From an optimization exercise on the open Yosys and OpenROAD flow, aimed at small area and a short achievable clock period; shortcuts taken in it are not production practice. RTL that was checked went through simulation tests only; none was proved equivalent to the original. The flow treats the clock pin as an ideal source. Dropping or thinning the clock tree relies on that and would not hold on a real chip. Power is estimated from default activity; no workload was simulated.

## Benes_8p
module Benes_8p (input wire [2:0] mp0, mp1, mp2, mp3, mp4, mp5, mp6, mp7,
    input clk,
    output wire [19:0] state
);
Settings: LEC_CHECK=0, ABC_CLOCK_PERIOD_IN_PS=600, CAP_MARGIN=20, CORE_MARGIN=2, CORE_UTILIZATION=40, CTS_BUF_LIST=sky130_fd_sc_hd__clkbuf_16, SETUP_SLACK_MARGIN=1.3, SLEW_MARGIN=20; clock period 2.5 ns.
run.sh (not shown) runs the stock make flow with config.mk's settings and CLKGATE_MAP_FILE= SYNTH_SCRIPT=/design/flow/synth_recipe.tcl, a recipe that flattens the netlist after the stock synthesis.
Change:
Settings changed: ABC_CLOCK_PERIOD_IN_PS 600 to 1200.
=> Critical path depth is unchanged. Register-to-register slack is about the same. Setup slack stays the same. Clock power barely changes. Power is unchanged. Clock-buffer cell count stays the same. Die area stays the same. Via count does not change. Sequential power is about the same. Cell count does not change.
Change:
Settings changed: ABC_CLOCK_PERIOD_IN_PS 1200 to unset, CTS_BUF_LIST sky130_fd_sc_hd__clkbuf_16 to unset, SETUP_SLACK_MARGIN 1.3 to 1.1.
- final cell count grows slightly
- area after synthesis is unchanged
- wire length climbs slightly
- core utilization fell by 1.7 points
- power drops by a few percent
- die area does not change
- clock-buffer cell count goes up by 1
- worst setup slack degrades by 0.035 ns
- global-route usage hardly moves
- via count rose slightly
- clock power drops by roughly a tenth
Change:
Settings changed: CTS_BUF_LIST set to sky130_fd_sc_hd__clkbuf_16, SETUP_SLACK_MARGIN 1.1 to 1.3.
First-iteration DRC count falls by 40%.
Hold slack improves by 0.070 ns.
Die area stays the same.
Global-route usage hardly moves.
Critical path depth rises by 6.
Change:
Settings changed: SETUP_SLACK_MARGIN 1.3 to 1.2.
What happened:
- synthesized area stays the same
- sequential power barely changes
- critical path depth is unchanged
- via count is about the same
- wire length goes up by 3.8%
- die area does not change
No run of this note included a check of the RTL's function; only the layout flow was run.


## pepper
Benes_8p, a different RTL version from the one above (not shown whole).
Size in the first run: ~310 cells after synthesis, ~4100 µm² of cells after synthesis.
Settings: LEC_CHECK=0, CAP_MARGIN=20, CORE_MARGIN=2, CORE_UTILIZATION=60, SETUP_SLACK_MARGIN=1.25, SLEW_MARGIN=20; clock period 2.5 ns.
standard.sh (not shown) runs the stock make flow with config.mk's settings and CLKGATE_MAP_FILE= SYNTH_SCRIPT=/design/flow/synth_recipe.tcl, a recipe that flattens the netlist after the stock synthesis.
==> flow/flow/run.sh <==
#!/bin/bash
# The standard layout, with the clock tree built by flow/clock_tree.tcl (a
# tree with up to FLOW_CTS_LEAF registers per leaf buffer) in
# place of TritonCTS's.
set -euo pipefail
here=$(pwd)
export FLOW_CTS_LEAF=${FLOW_CTS_LEAF:-38}
export FLOW_CLOCK_PORT=clk
bash standard.sh "PRE_CTS_TCL=$here/flow/clock_tree.tcl" finish > "$here/make_finish.log" 2>&1
test -f out/final.def
Other scripts of this flow, unchanged in this note and not shown: flow/flow/clock_tree.tcl
Setup changes, pepper to maple
diff --git a/flow/config.mk b/flow/config.mk
--- a/flow/config.mk
+++ b/flow/config.mk
@@ -10,2 +10,2 @@
-export CORE_UTILIZATION = 60
-export SETUP_SLACK_MARGIN = 1.25
+export CORE_UTILIZATION = 75
+export SETUP_SLACK_MARGIN = 1.3
Notes after the runs:
- Summary — number of core rows, maple relative to pepper: lower, by 4.
- maple ended up with a higher power than pepper did.
- Sort maple and pepper by die area, ascending, and maple comes first.
- Compared to pepper, maple leaves less free space in the core.
- maple: internal power higher than pepper
Changes in tundra relative to maple:
diff --git a/flow/flow/run.sh b/flow/flow/run.sh
--- a/flow/flow/run.sh
+++ b/flow/flow/run.sh
@@ -9 +9 @@
-bash standard.sh "PRE_CTS_TCL=$here/flow/clock_tree.tcl" finish > "$here/make_finish.log" 2>&1
+bash standard.sh "PRE_CTS_TCL=$here/flow/clock_tree.tcl" "BUFFER_PORTS_ARGS=-buffer_cell sky130_fd_sc_hd__buf_4" finish > "$here/make_finish.log" 2>&1
diff --git a/flow/config.mk b/flow/config.mk
--- a/flow/config.mk
+++ b/flow/config.mk
@@ -10 +10 @@
-export CORE_UTILIZATION = 75
+export CORE_UTILIZATION = 60
## What came out
maple: done, clean on timing, DRC and antenna. tundra completed; timing, DRC and antenna clean. tundra against maple: maximum frequency went up by about 26%, ratio of total power to cell area went down by 3.6%, count of cells resized by post-cts repair went down, final design area excluding fillers down about 1.6%, clock-pin transition on the worst setup and hold timing paths neither gained nor lost much. In tundra, the cell depth of the worst setup path came out 3 below the value in maple. | area growth from synthesis to layout | tundra vs maple | 1.8 points lower |. Between tundra and maple, it is tundra whose number of placed instances with taps included is higher, by about 2.5%. [compare] base=maple new=tundra: average wire per cell in the routed design -43%; critical path data arrival time -0.32 ns; met3 track demand over resource saw a decrease.
Inputs modified between tundra and sierra:
diff --git a/flow/flow/run.sh b/flow/flow/run.sh
--- a/flow/flow/run.sh
+++ b/flow/flow/run.sh
@@ -9 +9 @@
-bash standard.sh "PRE_CTS_TCL=$here/flow/clock_tree.tcl" "BUFFER_PORTS_ARGS=-buffer_cell sky130_fd_sc_hd__buf_4" finish > "$here/make_finish.log" 2>&1
+bash standard.sh "PRE_CTS_TCL=$here/flow/clock_tree.tcl" "BUFFER_PORTS_ARGS=-buffer_cell sky130_fd_sc_hd__buf_2" finish > "$here/make_finish.log" 2>&1
diff --git a/flow/config.mk b/flow/config.mk
--- a/flow/config.mk
+++ b/flow/config.mk
@@ -7,0 +8 @@
+export ABC_AREA = 1
@@ -10 +11,2 @@
-export CORE_UTILIZATION = 60
+export CORE_UTILIZATION = 70
+export PLACE_DENSITY = 0.9
Findings:
NOTE post-route standard cell area excluding fillers tundra->sierra decreased by a few percent
The area taken by flip-flops and latches in sierra sits 0.63% below the value recorded for tundra.
sierra vs tundra on post-CTS resize count: sierra is the lower one.
Comparing tundra and sierra, buffer count from post-CTS setup fixing is lower on sierra.
Delta (sierra minus tundra): worst setup slack saw an increase, critical path depth in cells saw a decrease.
In every run of this note, the design's own scripts or RTL, not TritonCTS, make the clock network.

-- afterwards: timing with drivers on the ports --
The flow's constraints put no driver on any port. The routed layouts listed below were extracted and timed again, unchanged, in two steps. Step 1: set_driving_cell puts a clkbuf_16 on clk and a buf_2 on each other input, an assumption about the parent block. Step 2 adds t to the input delays and takes it off the output delays; t is the mean of the earliest and latest rising clock arrival at the registers after step 1. Input paths then give back, and output paths get back, about the clock's delay inside the block. a / b / c = ideal ports / drivers / drivers and shift; a / b = the first two.
run | t (ns) | setup WS [ns] | worst register clock-pin slew, ns
the first run of note 1 | 0.426 | 1.112 / 1.115 / 0.689 | 0.06 / 0.06
the second run of note 1 | 0.426 | 1.112 / 1.115 / 0.689 | 0.06 / 0.06
the third run of note 1 | 0.526 | 1.077 / 1.048 / 0.612 | 0.06 / 0.06
the fourth run of note 1 | 0.426 | 1.112 / 1.115 / 0.689 | 0.06 / 0.06
the fifth run of note 1 | 0.430 | 1.100 / 1.104 / 0.674 | 0.06 / 0.06
pepper | 0.251 | 1.263 / 1.188 / 1.093 | 0.12 / 0.12
maple | 0.257 | 0.962 / 0.962 / 0.962 | 0.12 / 0.13
tundra | 0.248 | 1.281 / 1.281 / 1.281 | 0.13 / 0.13
sierra | 0.245 | 1.366 / 1.294 / 1.362 | 0.12 / 0.12
After both steps every run listed still meets setup and hold. For the third run of note 1, which loses most, drivers alone change the setup slack by -0.029 ns; drivers and shift together by -0.465 ns.
